Context: an optimization exercise on an open-source flow, tuned for small area. The choices shown serve that exercise and are no tape-out recipe.
In this exercise RTL edits were held to simulation tests only and were not proved equivalent to the original.
No driver is modelled on the clock port, so clocking that relies on it looks cheaper here than on a real chip.
Power and IR drop assume default switching activity.

==> trial 23 <==
Design exp7_test5, start of the top module:
module exp7_test5(clk,rst_div,rst,p_1,p_2,p_3,p_4,host,jt,jf,en1,en2,en3,P_LED,ds,a,b,c,d,e,f,g,h,sound,row,col,out_1hz,out_10hz,out_100hz,out_1khz);
export LEC_CHECK = 0
export CAP_MARGIN = 20
export CORE_MARGIN = 2
export CORE_UTILIZATION = 40
export SLEW_MARGIN = 20
create_clock -name core_clock -period 20.0 [get_ports {clk}]
run.sh (not shown) runs the stock make flow with config.mk's settings and CLKGATE_MAP_FILE= SYNTH_SCRIPT=/design/flow/synth_recipe.tcl, a recipe that flattens the netlist after the stock synthesis.
==> trial 44 (differences from trial 23) <==
==> flow/flow/run.sh (new file) <==
#!/bin/bash
# Standard ORFS layout with three changes:
#  - synthesis: same script, but no half/full-adder extraction and an area-oriented
#    ABC script (flow/abc_area_deep.script); registers are mapped exactly as standard;
#  - port buffers use the smallest buffer, sky130_fd_sc_hd__buf_1;
#  - clock tree built from smaller clock buffers, without dummy loads.
set -euo pipefail
W=$(pwd)
S=$W/scripts_synth
mkdir -p "$S"
for f in "$FLOW_HOME"/scripts/*; do ln -sf "$f" "$S/$(basename "$f")"; done
rm -f "$S/synth.tcl" "$S/abc_speed.script"
sed 's/^  \[env_var_exists_and_non_empty ADDER_MAP_FILE\] &&$/  0 \&\&/' "$FLOW_HOME/scripts/synth.tcl" > "$S/synth.tcl"
grep -q '^  0 &&$' "$S/synth.tcl"
cp "$W/flow/abc_area_deep.script" "$S/abc_speed.script"

SCRIPTS_DIR=$S bash standard.sh synth > synth.log 2>&1

export BUFFER_PORTS_ARGS="-buffer_cell sky130_fd_sc_hd__buf_1"
export CTS_ARGS="-sink_clustering_enable -repair_clock_nets -dont_use_dummy_load -buf_list sky130_fd_sc_hd__clkbuf_4 -root_buf sky130_fd_sc_hd__clkbuf_8 -sink_clustering_size 12 -sink_clustering_max_diameter 50"
bash standard.sh > layout.log 2>&1
==> flow/flow/abc_area_deep.script (new file) <==
strash
&get -n
&deepsyn -T 20
&put
dch -f
map -a
strash
dch -f
map -a
topo
==> flow/standard.sh (new file) <==
#!/bin/bash
# synth_recipe.tcl (not shown) runs the flow's synth.tcl, then flattens the netlist and writes it again
# the make line also repeats each setting of config.mk as NAME=value (left out here)
make -C /OpenROAD-flow-scripts/flow DESIGN_CONFIG=/design/flow/config.mk WORK_HOME=/design/flow/orfs CLKGATE_MAP_FILE= SYNTH_SCRIPT=/design/flow/synth_recipe.tcl "${@:-finish}"
removed: flow/run.sh
==> trial 57 (differences from trial 23) <==
==> flow/flow/run.sh (new file) <==
#!/bin/bash
# Standard ORFS layout with three changes:
#  - synthesis: same script, but no half/full-adder extraction and an area-oriented
#    ABC script (flow/abc_area_deep.script); registers are mapped exactly as standard;
#  - port buffers use the smallest buffer, sky130_fd_sc_hd__buf_1;
#  - clock tree built from smaller clock buffers, without dummy loads.
set -euo pipefail
W=$(pwd)
S=$W/scripts_synth
mkdir -p "$S"
for f in "$FLOW_HOME"/scripts/*; do ln -sf "$f" "$S/$(basename "$f")"; done
rm -f "$S/synth.tcl" "$S/abc_speed.script"
sed 's/^  \[env_var_exists_and_non_empty ADDER_MAP_FILE\] &&$/  0 \&\&/' "$FLOW_HOME/scripts/synth.tcl" > "$S/synth.tcl"
grep -q '^  0 &&$' "$S/synth.tcl"
cp "$W/flow/abc_area_deep.script" "$S/abc_speed.script"

SCRIPTS_DIR=$S bash standard.sh synth > synth.log 2>&1

export BUFFER_PORTS_ARGS="-buffer_cell sky130_fd_sc_hd__buf_1"
export CTS_ARGS="-sink_clustering_enable -repair_clock_nets -dont_use_dummy_load -buf_list sky130_fd_sc_hd__clkbuf_4 -root_buf sky130_fd_sc_hd__clkbuf_4 -sink_clustering_size 20 -sink_clustering_max_diameter 60"
bash standard.sh > layout.log 2>&1
==> flow/flow/abc_area_deep.script (new file) <==
strash
&get -n
&deepsyn -T 20
&put
dch -f
map -a
strash
dch -f
map -a
topo
==> flow/standard.sh (new file) <==
#!/bin/bash
# synth_recipe.tcl (not shown) runs the flow's synth.tcl, then flattens the netlist and writes it again
# the make line also repeats each setting of config.mk as NAME=value (left out here)
make -C /OpenROAD-flow-scripts/flow DESIGN_CONFIG=/design/flow/config.mk WORK_HOME=/design/flow/orfs CLKGATE_MAP_FILE= SYNTH_SCRIPT=/design/flow/synth_recipe.tcl "${@:-finish}"
removed: flow/run.sh
==> impl_results.md <==
- Met1 usage: 0.220
- Hold endpoint: lf[8]$_SDFF_PP1_
- Final cell count without fillers: slightly below 500
- Gpl congestion: between 0.9 and 1
- CORE AREA: between 7000 and 8000 um2
- Worst hold start: lf[7]$_SDFF_PP0_
- Layout cells sized above 1: 0.0863
- Drt via density: roughly 5.1
- Die area: 8810 um2
- Status: complete, no violations
That was trial 23.
==> impl_results.md <==
- Worst hold start: lf[5]$_SDFF_PP1_
- Status: complete, no violations
- Layout cells sized above 1: 0.0320
- Fraction of area in multi-input gates: 0.371
- Die area: around 7500 um2
- Met1 usage: 0.236
- Most numerous cell in the Yosys netlist: clkinv_1
- Gpl congestion: roughly 0.89
- Final cell count without fillers: slightly below 500
- RSZ-0062 raised after global routing: no
That was trial 44.
==> impl_results.md <==
- Status: complete, no violations
- Critical path depth in cells: 5
- Number of global-route vias before repair: 2170
- Layout cells sized above 1: 0.0320
- Gpl congestion: a little under 0.9
- Hold endpoint: lf[6]$_SDFF_PP1_
- Met1 usage: 0.237
- DR WL met2: between 2000 and 3000 um
- Worst hold start: lf[5]$_SDFF_PP1_
- Drt via density: approximately 5
- Die area: between 7000 and 8000 um2
That was trial 57.

---

==> inputs of try-zinc <==
Starting RTL as in the previous note.
// exp7_test5
module exp7_test5(clk,rst_div,rst,p_1,p_2,p_3,p_4,host,jt,jf,en1,en2,en3,P_LED,ds,a,b,c,d,e,f,g,h,sound,row,col,out_1hz,out_10hz,out_100hz,out_1khz);
export LEC_CHECK = 0
export CAP_MARGIN = 20
export CORE_MARGIN = 2
export CORE_UTILIZATION = 40
export SLEW_MARGIN = 20
create_clock -name core_clock -period 20.0 [get_ports {clk}]
standard.sh (not shown) runs the stock make flow with config.mk's settings and CLKGATE_MAP_FILE= SYNTH_SCRIPT=/design/flow/synth_recipe.tcl, a recipe that flattens the netlist after the stock synthesis.
==> flow/flow/run.sh <==
#!/bin/bash
# Standard ORFS layout with three changes:
#  - synthesis: same script, but no half/full-adder extraction and an area-oriented
#    ABC script (flow/abc_area_deep.script); registers are mapped exactly as standard;
#  - port buffers use the smallest buffer, sky130_fd_sc_hd__buf_1;
#  - clock tree built from smaller clock buffers, without dummy loads.
set -euo pipefail
W=$(pwd)
S=$W/scripts_synth
mkdir -p "$S"
for f in "$FLOW_HOME"/scripts/*; do ln -sf "$f" "$S/$(basename "$f")"; done
rm -f "$S/synth.tcl" "$S/abc_speed.script"
sed 's/^  \[env_var_exists_and_non_empty ADDER_MAP_FILE\] &&$/  0 \&\&/' "$FLOW_HOME/scripts/synth.tcl" > "$S/synth.tcl"
grep -q '^  0 &&$' "$S/synth.tcl"
cp "$W/flow/abc_area_deep.script" "$S/abc_speed.script"

SCRIPTS_DIR=$S bash standard.sh synth > synth.log 2>&1

export BUFFER_PORTS_ARGS="-buffer_cell sky130_fd_sc_hd__buf_1"
export CTS_ARGS="-sink_clustering_enable -repair_clock_nets -dont_use_dummy_load -buf_list sky130_fd_sc_hd__clkbuf_4 -root_buf sky130_fd_sc_hd__clkbuf_4 -sink_clustering_size 10 -sink_clustering_max_diameter 40"
bash standard.sh > layout.log 2>&1
==> flow/flow/abc_area_deep.script <==
strash
&get -n
&deepsyn -T 20
&put
dch -f
map -a
strash
dch -f
map -a
topo
==> try-lagoon: changes against try-zinc <==
==> flow/flow/run.sh (replaced) <==
#!/bin/bash
# Standard ORFS layout with three changes:
#  - synthesis: same script, but no half/full-adder extraction and an area-oriented
#    ABC script (flow/abc_area_deep.script); registers are mapped exactly as standard;
#  - port buffers use the smallest buffer, sky130_fd_sc_hd__buf_1;
#  - a small two-level clock tree built by flow/clock_tree.tcl in place of TritonCTS's.
set -euo pipefail
W=$(pwd)
S=$W/scripts_synth
mkdir -p "$S"
for f in "$FLOW_HOME"/scripts/*; do ln -sf "$f" "$S/$(basename "$f")"; done
rm -f "$S/synth.tcl" "$S/abc_speed.script"
sed 's/^  \[env_var_exists_and_non_empty ADDER_MAP_FILE\] &&$/  0 \&\&/' "$FLOW_HOME/scripts/synth.tcl" > "$S/synth.tcl"
grep -q '^  0 &&$' "$S/synth.tcl"
cp "$W/flow/abc_area_deep.script" "$S/abc_speed.script"

SCRIPTS_DIR=$S bash standard.sh synth > synth.log 2>&1

export BUFFER_PORTS_ARGS="-buffer_cell sky130_fd_sc_hd__buf_1"
# clock tree: flow/clock_tree.tcl builds it before CTS (root clkbuf_2, 4 clkbuf_8 leaves),
# so TritonCTS finds the clock port driving a single buffer and leaves it alone
export PRE_CTS_TCL=$W/flow/clock_tree.tcl
export CLK_LEAVES=4
export CLK_LEAF_CELL=sky130_fd_sc_hd__clkbuf_8
export CLK_ROOT_CELL=sky130_fd_sc_hd__clkbuf_2
export CTS_ARGS="-clk_nets clk -dont_use_dummy_load"
bash standard.sh > layout.log 2>&1
==> flow/flow/abc_area_deep.script (replaced) <==
strash
&get -n
&deepsyn -T 20
&put
dch -f
map -a
strash
dch -f
amap -F 5 -A 5
strash
dch -f
amap -F 5 -A 5
topo
==> flow/flow/clock_tree.tcl (new file) <==
# Hand-built two-level clock tree, run before CTS: clk -> one root buffer -> CLK_LEAVES
# leaf buffers, each driving one cluster of flip-flops (k-means on their placed locations,
# with the clusters kept about the same size).
set block [ord::get_db_block]
set db [ord::get_db]
set clknet [$block findNet clk]
set nleaf $::env(CLK_LEAVES)
set leafm [$db findMaster $::env(CLK_LEAF_CELL)]
set rootm [$db findMaster $::env(CLK_ROOT_CELL)]
set sinks {}
foreach it [$clknet getITerms] {
  set bb [[$it getInst] getBBox]
  lappend sinks [list $it [expr {([$bb xMin] + [$bb xMax]) / 2.0}] [expr {([$bb yMin] + [$bb yMax]) / 2.0}]]
}
set n [llength $sinks]
# k-means, seeded with sinks spread along the sorted x order
set sorted [lsort -real -index 1 $sinks]
set cx {}; set cy {}
for {set k 0} {$k < $nleaf} {incr k} {
  set s [lindex $sorted [expr {int(($k + 0.5) * $n / $nleaf)}]]
  lappend cx [lindex $s 1]; lappend cy [lindex $s 2]
}
for {set iter 0} {$iter < 50} {incr iter} {
  # balanced assignment: at most cap sinks per leaf, sinks with the most to lose choose first
  set cap [expr {($n + $nleaf - 1) / $nleaf + 1}]
  set order {}
  set i 0
  foreach s $sinks {
    set ds {}
    for {set k 0} {$k < $nleaf} {incr k} {
      lappend ds [list $k [expr {abs([lindex $s 1] - [lindex $cx $k]) + abs([lindex $s 2] - [lindex $cy $k])}]]
    }
    set ds [lsort -real -index 1 $ds]
    set regret [expr {[lindex $ds 1 1] - [lindex $ds 0 1]}]
    lappend order [list $i $regret $ds]
    incr i
  }
  set used {}
  for {set k 0} {$k < $nleaf} {incr k} { lappend used 0 }
  set asg {}
  foreach s $sinks { lappend asg 0 }
  foreach o [lsort -real -decreasing -index 1 $order] {
    foreach d [lindex $o 2] {
      set k [lindex $d 0]
      if {[lindex $used $k] < $cap} {
        lset used $k [expr {[lindex $used $k] + 1}]
        lset asg [lindex $o 0] $k
        break
      }
    }
  }
  set nx {}; set ny {}
  for {set k 0} {$k < $nleaf} {incr k} {
    set sx 0; set sy 0; set c 0
    foreach s $sinks a $asg { if {$a == $k} { set sx [expr {$sx + [lindex $s 1]}]; set sy [expr {$sy + [lindex $s 2]}]; incr c } }
    if {$c > 0} { lappend nx [expr {$sx / $c}]; lappend ny [expr {$sy / $c}] } else { lappend nx [lindex $cx $k]; lappend ny [lindex $cy $k] }
  }
  set cx $nx; set cy $ny
}
set root [odb::dbInst_create $block $rootm clkroot]
set rootnet [odb::dbNet_create $block clknet_root]
$rootnet setSigType CLOCK
set rx 0; set ry 0
for {set k 0} {$k < $nleaf} {incr k} { set rx [expr {$rx + [lindex $cx $k]}]; set ry [expr {$ry + [lindex $cy $k]}] }
$root setLocation [expr {int($rx / $nleaf)}] [expr {int($ry / $nleaf)}]
$root setPlacementStatus PLACED
foreach s $sinks { [lindex $s 0] disconnect }
[$root findITerm A] connect $clknet
[$root findITerm X] connect $rootnet
for {set k 0} {$k < $nleaf} {incr k} {
  set leaf [odb::dbInst_create $block $leafm clkleaf_$k]
  set net [odb::dbNet_create $block clknet_leaf_$k]
  $net setSigType CLOCK
  [$leaf findITerm A] connect $rootnet
  [$leaf findITerm X] connect $net
  $leaf setLocation [expr {int([lindex $cx $k])}] [expr {int([lindex $cy $k])}]
  $leaf setPlacementStatus PLACED
  set c 0
  foreach s $sinks a $asg { if {$a == $k} { [lindex $s 0] connect $net; incr c } }
  puts "clock_tree: leaf $k drives $c sinks"
}
set_propagated_clock [all_clocks]
==> try-indigo: changes against try-zinc <==
==> flow/design.v (replaced) <==
module exp7_test5(clk,rst_div,rst,p_1,p_2,p_3,p_4,host,jt,jf,en1,en2,en3,P_LED,ds,a,b,c,d,e,f,g,h,sound,row,col,out_1hz,out_10hz,out_100hz,out_1khz);
input clk,rst_div;
input rst,p_1,p_2,p_3,p_4,host,jt,jf;
output en1,en2,en3;
output [3:0]P_LED;
output [7:0]ds;
output a,b,c,d,e,f,g;
output h;
output sound;
output [15:0] row;
output [3:0] col;
output out_1hz,out_10hz,out_100hz,out_1khz;
localparam [14:0] TERM = 15'h77b9;
reg [14:0] lf;
wire term = (lf == TERM);
always @(posedge clk)
	if (!rst_div || term) lf <= 15'd0;
	else lf <= {lf[13:0], ~(lf[14] ^ lf[13])};
reg khz, h100, h10, h1;
reg [2:0] ca, cb, cc;
function [2:0] inc5;
	input [2:0] x;
	inc5 = {x[1] & x[0], x[1] ^ x[0], ~(x[0] | x[2])};
endfunction
wire ea = term & khz;
wire eh100 = ea & ca[2];
wire eb = eh100 & h100;
wire eh10 = eb & cb[2];
wire ec = eh10 & h10;
wire eh1 = ec & cc[2];
always @(posedge clk)
	if (!rst_div) begin
		khz <= 1'b0; h100 <= 1'b0; h10 <= 1'b0; h1 <= 1'b0;
		ca <= 3'd0; cb <= 3'd0; cc <= 3'd0;
	end else begin
		khz <= khz ^ term;
		if (ea) ca <= inc5(ca);
		h100 <= h100 ^ eh100;
		if (eb) cb <= inc5(cb);
		h10 <= h10 ^ eh10;
		if (ec) cc <= inc5(cc);
		h1 <= h1 ^ eh1;
	end
wire tick = rst_div & term & ~khz;
assign out_1khz = khz;
assign out_100hz = h100;
assign out_10hz = h10;
assign out_1hz = h1;
reg [1:0] st;
reg [2:0] P;
reg [3:0] s1, s2, s3, s4;
assign en1 = st[0];
assign en2 = st[1];
assign en3 = ~(st[0] | st[1]);
wire anyp = ~(p_1 & p_2 & p_3 & p_4);
wire t1 = P[0] & ~P[1];
wire t2 = P[1] & ~P[0];
wire t3 = P[1] & P[0];
wire t4 = P[2];
assign P_LED = {~t1, ~t2, ~t3, ~t4};
assign sound = anyp & khz;
function [3:0] upd;
	input [3:0] s;
	input up;
	reg [3:0] t;
	begin
		t[0] = up | (|s);
		t[1] = up ? s[0] : (~s[0] & (|s[3:1]));
		t[2] = up ? (&s[1:0]) : (~|s[1:0] & (|s[3:2]));
		t[3] = up ? (&s[2:0]) : (~|s[2:0] & s[3]);
		upd = s ^ t;
	end
endfunction
always @(posedge clk or negedge rst)
	if (!rst) begin
		st <= 2'b00; P <= 3'd0;
		s1 <= 4'd0; s2 <= 4'd0; s3 <= 4'd0; s4 <= 4'd0;
	end else if (tick) begin
		if (st[0] & anyp) begin
			case ({p_1,p_2,p_3,p_4})
				4'b0111: P <= 3'd1;
				4'b1011: P <= 3'd2;
				4'b1101: P <= 3'd3;
				4'b1110: P <= 3'd4;
				default: ;
			endcase
			st <= 2'b10;
		end else if (st[1] & ~(jt & jf)) begin
			if (t1) s1 <= upd(s1, ~jt);
			if (t2) s2 <= upd(s2, ~jt);
			if (t3) s3 <= upd(s3, ~jt);
			if (t4) s4 <= upd(s4, ~jt);
			st <= 2'b00;
		end else if (en3 & ~host) begin
			P <= 3'd0;
			st <= 2'b01;
		end
	end
reg [2:0] w, wp;
reg [3:0] colr;
assign col = colr;
always @(posedge clk)
	if (!rst_div) begin
		w <= 3'd0; wp <= 3'd0; colr <= 4'd0;
	end else if (tick) begin
		wp <= w;
		w <= (&s1) ? 3'd1 : (&s2) ? 3'd2 : (&s3) ? 3'd3 : (&s4) ? 3'd4 : 3'd0;
		colr <= {colr[3] ^ (&colr[2:0]), colr[2] ^ (&colr[1:0]), colr[1] ^ colr[0], ~colr[0]};
	end
wire W1 = wp[0] & ~wp[1];
wire W2 = wp[1] & ~wp[0];
wire W3 = wp[1] & wp[0];
wire W4 = wp[2];
wire [15:0] cpd = 16'd1 << (colr - 4'd1);
wire pF  = (W1 & cpd[7]) | ((W2 | W3) & cpd[10]) | (W4 & (cpd[3] | cpd[11]));
wire pP2 = (W2 & cpd[4]) | (W3 & cpd[3]);
wire pP3 = W3 & cpd[6];
wire pP4a = W4 & (cpd[4] | cpd[5] | cpd[6]);
wire pP4b = W4 & cpd[7];
wire pP4c = W4 & (cpd[8] | cpd[9] | cpd[10]);
wire [5:0] rc;  
assign rc[5] = pF | pP4a | pP4b | pP4c;
assign rc[4] = pF | pP4b;
assign rc[3] = pF | pP2 | pP4b;
assign rc[2] = pF | pP2 | pP3 | pP4b;
assign rc[1] = pF | pP2 | pP3 | pP4a | pP4b;
assign rc[0] = pF | pP2 | pP3;
assign row = {rc[5], rc[4], rc[3], rc[3], rc[2], rc[1], rc[0], rc[0],
              rc[0], rc[0], rc[1], rc[2], rc[3], rc[3], rc[4], rc[5]};
assign ds = ~(8'b1000_0000 >> colr[2:0]);
reg [3:0] sc;
always @(*)
	case (colr[2:1])
		2'd0: sc = s4;
		2'd1: sc = s3;
		2'd2: sc = s2;
		default: sc = s1;
	endcase
reg [6:0] seg;
always @(*)
	case ({colr[0], sc})
		5'd0: seg = 7'b1111110;
		5'd1: seg = 7'b0110000;
		5'd2: seg = 7'b1101101;
		5'd3: seg = 7'b1111001;
		5'd4: seg = 7'b0110011;
		5'd5: seg = 7'b1011011;
		5'd6: seg = 7'b1011111;
		5'd7: seg = 7'b1110000;
		5'd8: seg = 7'b1111111;
		5'd9: seg = 7'b1111011;
		5'd10: seg = 7'b1111110;
		5'd11: seg = 7'b0110000;
		5'd12: seg = 7'b1101101;
		5'd13: seg = 7'b1111001;
		5'd14: seg = 7'b0110011;
		5'd15: seg = 7'b1011011;
		5'd16: seg = 7'b1111110;
		5'd17: seg = 7'b1111110;
		5'd18: seg = 7'b1111110;
		5'd19: seg = 7'b1111110;
		5'd20: seg = 7'b1111110;
		5'd21: seg = 7'b1111110;
		5'd22: seg = 7'b1111110;
		5'd23: seg = 7'b1111110;
		5'd24: seg = 7'b1111110;
		5'd25: seg = 7'b1111110;
		5'd26: seg = 7'b0110000;
		5'd27: seg = 7'b0110000;
		5'd28: seg = 7'b0110000;
		5'd29: seg = 7'b0110000;
		5'd30: seg = 7'b0110000;
		5'd31: seg = 7'b0110000;
		default: seg = 7'b0000000;
	endcase
assign {a,b,c,d,e,f,g} = seg;
assign h = 1'b0;
endmodule
==> flow/run.sh (new file) <==
#!/bin/bash
# synth_recipe.tcl (not shown) runs the flow's synth.tcl, then flattens the netlist and writes it again
# the make line also repeats each setting of config.mk as NAME=value (left out here)
make -C /OpenROAD-flow-scripts/flow DESIGN_CONFIG=/design/flow/config.mk WORK_HOME=/design/flow/orfs CLKGATE_MAP_FILE= SYNTH_SCRIPT=/design/flow/synth_recipe.tcl finish
removed: flow/flow/run.sh
removed: flow/flow/abc_area_deep.script
removed: flow/standard.sh
==> summary of the runs <==
Non-clock buffer count is the same in try-zinc and try-indigo.
The lowest clock power belongs to try-lagoon, the highest to try-indigo.
Clock-buffer cell count is the same in try-indigo and try-zinc.
Utilization: try-indigo > try-lagoon > try-zinc.
Via count: try-zinc < try-lagoon < try-indigo.
try-zinc passed the timing, design-rule and antenna checks. try-indigo produced a clean layout. try-lagoon completed without violations.
==> figures <==
|  | try-indigo | try-lagoon | try-zinc |
|---|---|---|---|
| Worst-Margin Slew | 1023 ps | 773.2 ps | 806.0 ps |
| CTS Buffer Depth | 2 | - | 2 |
| CTS tree | built | - | built |
| Syn-to-layout area delta | 20.69% | 10.98% | 11.21% |
| Switching power share of the total | 24.12% | 22.40% | 23.79% |
| Gate count of the mapped netlist | 396 | 336 | 351 |
| Status | no timing/DRC/antenna violations | no timing/DRC/antenna violations | no timing/DRC/antenna violations |
| Place WS | 10510 ps | 11350 ps | 11390 ps |
| Syn Area/Cell | 8.872 sq um | 7.906 sq um | 7.789 sq um |
| Detailed-placement wirelength estimate | 5074 um | 4379 um | 4652 um |
| Area inside the core boundary | 8636 sq um | 6386 sq um | 6719 sq um |
| Cell with the most instances after synthesis | sky130_fd_sc_hd__nand2_1 | sky130_fd_sc_hd__nor2_1 | sky130_fd_sc_hd__clkinv_1 |

[port drivers added, routing unchanged]
Ports are ideal in the flow. The routed layouts listed here were re-timed in OpenROAD. Step 1, drivers: a clkbuf_16 drives clk and a buf_2 each remaining input, both assumed. Step 2 also shifts input and output timing later by t, the mid clock arrival at the registers, as if the neighbouring blocks saw the same clock. a / b / c = no drivers / after step 1 / after step 2; a / b = the first two.
run | shift t [ns] | slack for setup (ns) | worst setup path after step 2 | latest minus earliest clock arrival (ns) | worst register clock-pin slew, ns
trial 23 | 0.345 | 10.599 / 10.576 / 10.576 | input to output | 0.009 / 0.009 | 0.07 / 0.07
trial 44 | 0.361 | 11.381 / 11.356 / 11.356 | input to output | 0.029 / 0.029 | 0.08 / 0.08
trial 57 | 0.424 | 11.391 / 11.367 / 11.367 | input to output | 0.046 / 0.046 | 0.12 / 0.12
try-zinc | 0.424 | 11.391 / 11.367 / 11.367 | input to output | 0.046 / 0.046 | 0.12 / 0.12
try-lagoon | 0.426 | 11.360 / 11.338 / 11.338 | input to output | 0.024 / 0.024 | 0.11 / 0.11
try-indigo | 0.370 | 10.481 / 10.458 / 10.458 | input to output | 0.009 / 0.009 | 0.08 / 0.08
After both steps setup and hold are still met in every run listed. For trial 44, which loses most, drivers alone change the setup slack by -0.025 ns; drivers and shift together by -0.025 ns.
